This is an optimization exercise on Yosys and OpenROAD, whose aim is small area, a short achievable clock period and few clock cycles, not a production implementation.
At most, simulation tests tie the RTL to the original design; equivalence was not proved.
No activity file was given, so power comes from the tool's default toggle rates.

==> 05-16 <==
// chip
module chip #(
    parameter int IN_BYTES  = 7,
    parameter int OUT_BYTES = 6
)(
    input wire clk,
    input wire rst_n,
    input wire in_valid,
    output reg in_ready,
    input  wire [7:0] in_data,
    output reg out_valid,
    input wire out_ready,
    output reg [7:0] out_data
);
==> module chip, before the edit <==
module chip #(
    parameter int IN_BYTES  = 7,
    parameter int OUT_BYTES = 6
)(
    input wire clk,
    input wire rst_n,
    input wire in_valid,
    output reg in_ready,
    input  wire [7:0] in_data,
    output reg out_valid,
    input wire out_ready,
    output reg [7:0] out_data
);
    function automatic [7:0] crc8_upd(input [7:0] c, input [7:0] b);
        reg [7:0] t;
        integer i;
        begin
            t = c ^ b;
            for (i = 0; i < 8; i = i + 1)
                t = t[7] ? ((t << 1) ^ 8'h07) : (t << 1);
            crc8_upd = t;
        end
    endfunction
    function automatic [3:0] msb10(input [9:0] v);
        integer j;
        begin
            msb10 = 0;
            for (j = 0; j < 10; j = j + 1)
                if (v[j]) msb10 = j[3:0];
        end
    endfunction
    reg [2:0] icnt;      
    reg [7:0] din;       
    reg       acc_r;     
    reg [7:0] P;         
    reg       sg;        
    reg       dv;        
    reg       dfirst;    
    reg [9:0] S;         
    reg [7:0] Y;         
    reg [7:0] Z;         
    reg [7:0] crc_i;     
    reg       pok;       
    reg       full;      
    localparam [2:0] O_LOAD = 3'd0, O_B0 = 3'd1, O_B1 = 3'd2, O_B2 = 3'd3,
                     O_B3 = 3'd4, O_B4 = 3'd5, O_B5 = 3'd6, O_IDLE = 3'd7;
    reg [2:0] ost;
    reg       lat;       
    reg [3:0] sh;
    reg       ok;
    reg [7:0] crc_o;     
    wire accept = in_valid & in_ready;
    wire ovalid = (ost != O_LOAD) && (ost != O_IDLE);    
    wire fire   = ovalid & out_ready;
    wire k0   = (icnt == 3'd1);
    wire k1   = (icnt == 3'd2);
    wire k4   = (icnt == 3'd5);
    wire k5   = (icnt == 3'd6);
    wire k6   = (icnt == 3'd0);
    wire kodd = (icnt == 3'd2) || (icnt == 3'd4) || (icnt == 3'd6);
    wire       zpair = k5;
    wire [8:0] tsum  = {P[7], P} + {~din[7], ~din} + {8'd0, ~zpair};
    wire [8:0] dnew  = tsum ^ {9{zpair}};
    wire [9:0] s_base = dfirst ? 10'd0 : S;
    wire [9:0] s_new  = s_base + {2'b00, P ^ {8{sg}}} + {9'd0, sg};
    wire [7:0] crc_i_new = crc8_upd(k0 ? 8'h00 : crc_i, din);
    wire       proc6     = acc_r && k6;
    wire ost_end  = ost[2] & ost[1];                        
    wire latch_ok = full && !lat && ost_end;
    wire go       = (lat || latch_ok) && (ost == O_IDLE || (ost == O_B5 && out_ready));
    wire       use_z = ~ost[2] & ost[1];                    
    wire       hi    = ~ost[2] & ~ost[0];                   
    wire [7:0] v     = use_z ? Z : Y;
    wire [16:0] lsrc = {v[7], v, 8'h00};
    wire [16:0] lres = lsrc >> sh;
    wire        hbit = (sh[3] | (sh[2:0] == 3'd7)) ? v[7] : v[sh[2:0]];
    wire [7:0]  vbyte = ~ok ? 8'h00 : hi ? {{7{v[7]}}, hbit} : lres[7:0];
    wire [7:0]  crc_o_new = crc8_upd((ost == O_LOAD) ? 8'h00 : crc_o, vbyte);
    wire [2:0] icnt_inc = (icnt == 3'd6) ? 3'd0 : icnt + 3'd1;
    wire [2:0] icnt_n   = accept ? icnt_inc : icnt;
    wire       full_n   = (full & ~latch_ok) | proc6;
    wire       lat_n    = (lat | latch_ok) & ~go;
    wire [2:0] ost_n    = go ? O_LOAD : (ost == O_LOAD || fire) ? ost + 3'd1 : ost;
    wire on_byte  = (icnt == 3'd1) || (icnt == 3'd4) || (icnt == 3'd6);    
    wire pre_byte = (icnt == 3'd0) || (icnt == 3'd3) || (icnt == 3'd5);    
    wire t1 = (icnt == 3'd0) || (icnt == 3'd1);
    wire t4 = (icnt == 3'd3) || (icnt == 3'd4);
    wire       go0    = (lat || latch_ok) && (ost == O_IDLE);
    wire       go1    = (lat || latch_ok) && ost_end;
    wire       lat_n0 = (lat | latch_ok) & ~go0;
    wire       lat_n1 = (lat | latch_ok) & ~go1;
    wire [2:0] ost_n0 = go0 ? O_LOAD : (ost == O_LOAD) ? O_B0 : ost;
    wire [2:0] ost_n1 = go1 ? O_LOAD : (ost == O_LOAD || ovalid) ? ost + 3'd1 : ost;
    function automatic cond(input ty1, input ty4, input fl, input lt, input [2:0] os);
        if (ty1)      cond = ~fl | (~lt & os[2] & os[1]);    
        else if (ty4) cond = ~lt & (os[2] | os[1]);           
        else          cond = ~lt & os[2];                     
    endfunction
    wire c0 = cond(t1, t4, full_n, lat_n0, ost_n0);
    wire c1 = cond(t1, t4, full_n, lat_n1, ost_n1);
    wire c  = out_ready ? c1 : c0;
    wire ready_n = c | ~(on_byte | pre_byte) | (on_byte & accept) | (pre_byte & ~accept);
    always @(posedge clk) begin
        din <= in_data;
        if (!rst_n) begin
            icnt      <= 3'd0;
            acc_r     <= 1'b0;
            dv        <= 1'b0;
            full      <= 1'b0;
            lat       <= 1'b0;
            ost       <= O_IDLE;
            out_valid <= 1'b0;
            in_ready  <= 1'b1;
        end else begin
            icnt     <= icnt_n;
            acc_r    <= accept;
            full     <= full_n;
            lat      <= lat_n;
            ost      <= ost_n;
            in_ready <= ready_n;
            dv       <= acc_r & kodd;
            if (ost == O_LOAD) out_valid <= 1'b1;
            else if (fire && ost == O_B5) out_valid <= 1'b0;
        end
        if (acc_r) begin
            crc_i <= crc_i_new;
            if (k6) pok <= (crc_i_new == 8'h00);
            if (kodd) begin
                P      <= dnew[7:0];
                sg     <= dnew[8];
                dfirst <= k1;
            end else begin
                P      <= din;
            end
            if (k4) Y <= P;
            if (k6) Z <= P;
        end
        if (dv) S <= s_new;
        if (latch_ok) begin
            sh <= msb10(S);
            ok <= pok;
        end
        if (ost == O_LOAD) begin
            out_data <= vbyte;
            crc_o    <= crc_o_new;
        end else if (fire) begin
            case (ost)
                O_B0, O_B1, O_B2: out_data <= vbyte;
                O_B3:             out_data <= crc_o;
                O_B4:             out_data <= ok ? 8'h01 : 8'h02;
                default:          ;
            endcase
            if (ost == O_B0 || ost == O_B1 || ost == O_B2) crc_o <= crc_o_new;
        end
    end
endmodule
export LEC_CHECK = 0
export CAP_MARGIN = 20
export CORE_MARGIN = 2
export CORE_UTILIZATION = 80
export CTS_BUF_LIST = sky130_fd_sc_hd__clkbuf_4 sky130_fd_sc_hd__clkbuf_8
export SLEW_MARGIN = 20
create_clock -name core_clock -period 10.0 [get_ports {clk}]
standard.sh (not shown) runs the stock make flow with config.mk's settings and CLKGATE_MAP_FILE= SYNTH_SCRIPT=/design/flow/synth_recipe.tcl, a recipe that flattens the netlist after the stock synthesis.
==> flow/flow/run.sh <==
#!/bin/bash
# Standard ORFS layout (the standard.sh: unchanged synthesis, floorplan,
# power grid, placement, CTS and routing) with a tighter setup target for the
# timing repair steps, so that the resizer also shortens paths that already
# meet the 10 ns clock. The constraints (constraint.sdc) are not changed.
# make's full output goes to standard_make.log; each ORFS step keeps its own
# log under orfs/logs/.
set -euo pipefail
bash standard.sh SETUP_SLACK_MARGIN=7.0 "BUFFER_PORTS_ARGS=-buffer_cell sky130_fd_sc_hd__buf_1" "CTS_ARGS=-sink_clustering_enable -repair_clock_nets -dont_use_dummy_load -buf_list {sky130_fd_sc_hd__clkbuf_4 sky130_fd_sc_hd__clkbuf_8}" finish > standard_make.log 2>&1
==> inputs of 04-28, as changes to 05-16 <==
==> flow/flow/run.sh (replaced) <==
#!/bin/bash
# Layout flow: the standard layout (standard.sh, which runs ORFS with the
# unchanged standard synthesis, floorplan, power grid and tap cells, placement,
# CTS and routing at the design's clock and constraints) with three changes to
# how the layout is made:
#   - the timing-repair steps aim at 7.0 ns of setup slack instead of 0, so the
#     resizer also shortens paths that already meet the 10 ns clock (the
#     constraints in constraint.sdc are not changed);
#   - the buffer that ORFS puts on every input and output port starts as
#     buf_1, which the resizer sizes up where timing needs it;
#   - clock tree synthesis uses clkbuf_4/clkbuf_8 and adds no dummy loads.
# make's full output goes to standard_make.log; each ORFS step keeps its own
# log under orfs/logs/.
set -euo pipefail
bash standard.sh \
    SETUP_SLACK_MARGIN=7.0 \
    "BUFFER_PORTS_ARGS=-buffer_cell sky130_fd_sc_hd__buf_1" \
    "CTS_ARGS=-sink_clustering_enable -repair_clock_nets -dont_use_dummy_load -buf_list {sky130_fd_sc_hd__clkbuf_4 sky130_fd_sc_hd__clkbuf_8}" \
    finish > standard_make.log 2>&1
CORE_UTILIZATION = 55   (was 80)
PLACE_DENSITY = 0.65   (was not set)
==> inputs of 09-12, as changes to 05-16 <==
--- a/flow/design.v
+++ b/flow/design.v
@@ -44,5 +44,5 @@
     reg       full;      
-    localparam [2:0] O_LOAD = 3'd0, O_B0 = 3'd1, O_B1 = 3'd2, O_B2 = 3'd3,
-                     O_B3 = 3'd4, O_B4 = 3'd5, O_B5 = 3'd6, O_IDLE = 3'd7;
-    reg [2:0] ost;
+    localparam [2:0] O_IDLE = 3'd0, O_LOAD = 3'd1, O_B0 = 3'd2, O_B1 = 3'd3,
+                     O_B2 = 3'd4, O_B3 = 3'd5, O_B4 = 3'd6, O_B5 = 3'd7;
+    reg [2:0] ost;       
     reg       lat;       
@@ -52,3 +52,3 @@
     wire accept = in_valid & in_ready;
-    wire ovalid = (ost != O_LOAD) && (ost != O_IDLE);    
+    wire ovalid = ost[2] | ost[1];           
     wire fire   = ovalid & out_ready;
@@ -67,7 +67,6 @@
     wire       proc6     = acc_r && k6;
-    wire ost_end  = ost[2] & ost[1];                        
-    wire latch_ok = full && !lat && ost_end;
+    wire latch_ok = full && !lat && (ost == O_IDLE || ost == O_B5);
     wire go       = (lat || latch_ok) && (ost == O_IDLE || (ost == O_B5 && out_ready));
-    wire       use_z = ~ost[2] & ost[1];                    
-    wire       hi    = ~ost[2] & ~ost[0];                   
+    wire       use_z = (ost == O_B1) || (ost == O_B2);           
+    wire       hi    = (ost == O_LOAD) || (ost == O_B1);         
     wire [7:0] v     = use_z ? Z : Y;
@@ -78,26 +77,36 @@
     wire [7:0]  crc_o_new = crc8_upd((ost == O_LOAD) ? 8'h00 : crc_o, vbyte);
+    reg [2:0] icnt_n;
+    reg       full_n;
+    reg       lat_n;
+    reg [2:0] ost_n;
+    always @* begin
+        icnt_n = icnt;
+        if (accept) icnt_n = icnt_inc;
+        full_n = (full & ~latch_ok) | proc6;
+        lat_n  = (lat | latch_ok) & ~go;
+        ost_n  = ost;
+        if (go) ost_n = O_LOAD;
+        else if (ost == O_LOAD) ost_n = O_B0;
+        else if (fire) ost_n = (ost == O_B5) ? O_IDLE : ost + 3'd1;
+    end
     wire [2:0] icnt_inc = (icnt == 3'd6) ? 3'd0 : icnt + 3'd1;
-    wire [2:0] icnt_n   = accept ? icnt_inc : icnt;
-    wire       full_n   = (full & ~latch_ok) | proc6;
-    wire       lat_n    = (lat | latch_ok) & ~go;
-    wire [2:0] ost_n    = go ? O_LOAD : (ost == O_LOAD || fire) ? ost + 3'd1 : ost;
-    wire on_byte  = (icnt == 3'd1) || (icnt == 3'd4) || (icnt == 3'd6);    
-    wire pre_byte = (icnt == 3'd0) || (icnt == 3'd3) || (icnt == 3'd5);    
-    wire t1 = (icnt == 3'd0) || (icnt == 3'd1);
-    wire t4 = (icnt == 3'd3) || (icnt == 3'd4);
-    wire       go0    = (lat || latch_ok) && (ost == O_IDLE);
-    wire       go1    = (lat || latch_ok) && ost_end;
+    wire is1 = accept ? (icnt == 3'd0) : (icnt == 3'd1);
+    wire is4 = accept ? (icnt == 3'd3) : (icnt == 3'd4);
+    wire is6 = accept ? (icnt == 3'd5) : (icnt == 3'd6);
+    wire       go0 = (lat || latch_ok) && (ost == O_IDLE);
+    wire       go1 = (lat || latch_ok) && (ost == O_IDLE || ost == O_B5);
     wire       lat_n0 = (lat | latch_ok) & ~go0;
     wire       lat_n1 = (lat | latch_ok) & ~go1;
+    wire [2:0] ost_step = (ost == O_B5) ? O_IDLE : ost + 3'd1;
     wire [2:0] ost_n0 = go0 ? O_LOAD : (ost == O_LOAD) ? O_B0 : ost;
-    wire [2:0] ost_n1 = go1 ? O_LOAD : (ost == O_LOAD || ovalid) ? ost + 3'd1 : ost;
-    function automatic cond(input ty1, input ty4, input fl, input lt, input [2:0] os);
-        if (ty1)      cond = ~fl | (~lt & os[2] & os[1]);    
-        else if (ty4) cond = ~lt & (os[2] | os[1]);           
-        else          cond = ~lt & os[2];                     
+    wire [2:0] ost_n1 = go1 ? O_LOAD : (ost == O_LOAD) ? O_B0 : ovalid ? ost_step : ost;
+    function automatic [2:0] conds(input fl, input lt, input [2:0] os);
+        conds[0] = ~fl | (~lt & (os == O_IDLE || os == O_B5));
+        conds[1] = ~fl & ~lt & ~(os == O_LOAD || os == O_B0);
+        conds[2] = ~fl & ~lt & ~(os == O_LOAD || os == O_B0 || os == O_B1 || os == O_B2);
     endfunction
-    wire c0 = cond(t1, t4, full_n, lat_n0, ost_n0);
-    wire c1 = cond(t1, t4, full_n, lat_n1, ost_n1);
-    wire c  = out_ready ? c1 : c0;
-    wire ready_n = c | ~(on_byte | pre_byte) | (on_byte & accept) | (pre_byte & ~accept);
+    wire [2:0] c0 = conds(full_n, lat_n0, ost_n0);
+    wire [2:0] c1 = conds(full_n, lat_n1, ost_n1);
+    wire [2:0] c  = out_ready ? c1 : c0;
+    wire ready_n = ~((is1 & ~c[0]) | (is4 & ~c[1]) | (is6 & ~c[2]));
     always @(posedge clk) begin
--- a/flow/flow/run.sh
+++ b/flow/flow/run.sh
@@ -8,2 +8,2 @@
 set -euo pipefail
-bash standard.sh SETUP_SLACK_MARGIN=7.0 "BUFFER_PORTS_ARGS=-buffer_cell sky130_fd_sc_hd__buf_1" "CTS_ARGS=-sink_clustering_enable -repair_clock_nets -dont_use_dummy_load -buf_list {sky130_fd_sc_hd__clkbuf_4 sky130_fd_sc_hd__clkbuf_8}" finish > standard_make.log 2>&1
+bash standard.sh SETUP_SLACK_MARGIN=7.0 finish > standard_make.log 2>&1
CORE_UTILIZATION = 65   (was 80)
==> inputs of 08-19, as changes to 05-16 <==
--- a/flow/design.v
+++ b/flow/design.v
@@ -61,6 +61,9 @@
     wire       zpair = k5;
-    wire [8:0] tsum  = {P[7], P} + {~din[7], ~din} + {8'd0, ~zpair};
-    wire [8:0] dnew  = tsum ^ {9{zpair}};
     wire [9:0] s_base = dfirst ? 10'd0 : S;
-    wire [9:0] s_new  = s_base + {2'b00, P ^ {8{sg}}} + {9'd0, sg};
+    wire [9:0] add_a  = dv ? s_base : {{2{P[7]}}, P};
+    wire [9:0] add_b  = dv ? {2'b00, P ^ {8{sg}}} : {{2{~din[7]}}, ~din};
+    wire       add_c  = dv ? sg : ~zpair;
+    wire [9:0] asum   = add_a + add_b + {9'd0, add_c};
+    wire [8:0] dnew   = asum[8:0] ^ {9{zpair}};
+    wire [9:0] s_new  = asum;
     wire [7:0] crc_i_new = crc8_upd(k0 ? 8'h00 : crc_i, din);
--- a/flow/flow/run.sh
+++ b/flow/flow/run.sh
@@ -8,2 +8,2 @@
 set -euo pipefail
-bash standard.sh SETUP_SLACK_MARGIN=7.0 "BUFFER_PORTS_ARGS=-buffer_cell sky130_fd_sc_hd__buf_1" "CTS_ARGS=-sink_clustering_enable -repair_clock_nets -dont_use_dummy_load -buf_list {sky130_fd_sc_hd__clkbuf_4 sky130_fd_sc_hd__clkbuf_8}" finish > standard_make.log 2>&1
+bash standard.sh SETUP_SLACK_MARGIN=7.2 "BUFFER_PORTS_ARGS=-buffer_cell sky130_fd_sc_hd__buf_1" finish > standard_make.log 2>&1
CORE_UTILIZATION = 65   (was 80)
==> summary of the runs <==
09-12 completed with no timing, DRC or antenna violations. 05-16 completed without violations. 08-19 completed without violations. 04-28 ran to the end with no violations.
In 09-12 the worst setup slack is worse than in 04-28, by 240 ps.
Against 09-12, the combinational power of 08-19 is smaller by about 1%.
Synthesized area: 04-28 is lower than 09-12 (1.8%).
Between 05-16 and 09-12, the lower non-clock buffer count is in 05-16 (gap 19).
Cell count, lowest first: 05-16, 04-28, 09-12, 08-19.
Die area: 05-16 is lower than 09-12 (about 20%).
==> figures <==
| quantity | 05-16 | 08-19 | 09-12 | 04-28 |
|---|---|---|---|---|
| Status | finished clean | finished clean | finished clean | finished clean |
| Worst hold slack | 442.0 ps | 441.1 ps | 433.3 ps | 423.2 ps |
| Worst slew margin | 0.4099 | 0.4408 | 0.4674 | 0.4428 |
| Mean cell area of the mapped netlist | 10.18 µm² | 10.16 µm² | 10.09 µm² | 10.18 µm² |
| Total die area | 7387 µm² | 9063 µm² | 9163 µm² | 10580 µm² |
| Via density | 6.451 | 6.184 | 6.019 | 5.545 |
| Buf+Inv Stages, Crit Path | 1 | 2 | 3 | 1 |
| GRT Resource Usage Total | 0.3212 | 0.2999 | 0.2630 | 0.2142 |
| Number of well taps | 77 | 105 | 105 | 133 |
| Non-clock buffer share of cell area | 0.02158 | 0.07206 | 0.06234 | 0.02257 |
| Worst vdd rail ir drop | 0.1613 mV | 0.1745 mV | 0.1614 mV | 0.1357 mV |
| Comb power | 495 µW | 613 µW | 619 µW | 480 µW |
| # Post-CTS Setup Buffers | 4 | 27 | 8 | 5 |
Testbench counts of 05-16, summed over its fixed seeds: cycles 2,760.
Testbench counts of 04-28, summed over its fixed seeds: cycles 2,760.
The RTL of 09-12 and 08-19 was laid out without a check of its function.

-- re-timing with driven ports --
How much do the figures lean on ideal ports? The routed layouts below were timed once more, with nothing changed but the port constraints.
Step 1 (the two cells are an assumption about what drives the block):
set clk [get_ports {clk}]
set_driving_cell -lib_cell sky130_fd_sc_hd__clkbuf_16 $clk
set_driving_cell -lib_cell sky130_fd_sc_hd__buf_2 [delete_from_list [all_inputs] $clk]
Step 2, shift: input delay + t, output delay - t, t = (earliest + latest rising clock arrival at the registers) / 2. This alone moves slack from input paths to output paths.
a / b / c = no drivers / after step 1 / after step 2; a / b = the first two.
run	t, ns	setup WS [ns]	latest minus earliest clock arrival (ns)
05-16	0.375	7.093 / 7.064 / 6.754	0.016 / 0.016
04-28	0.395	7.127 / 7.093 / 6.787	0.016 / 0.016
09-12	0.384	6.890 / 6.885 / 6.502	0.011 / 0.011
08-19	0.385	7.004 / 7.004 / 6.893	0.014 / 0.014
After both steps every run listed still meets setup and hold. The setup slack of 09-12, which loses most, moves by -0.005 ns with the drivers and by -0.388 ns with both steps.
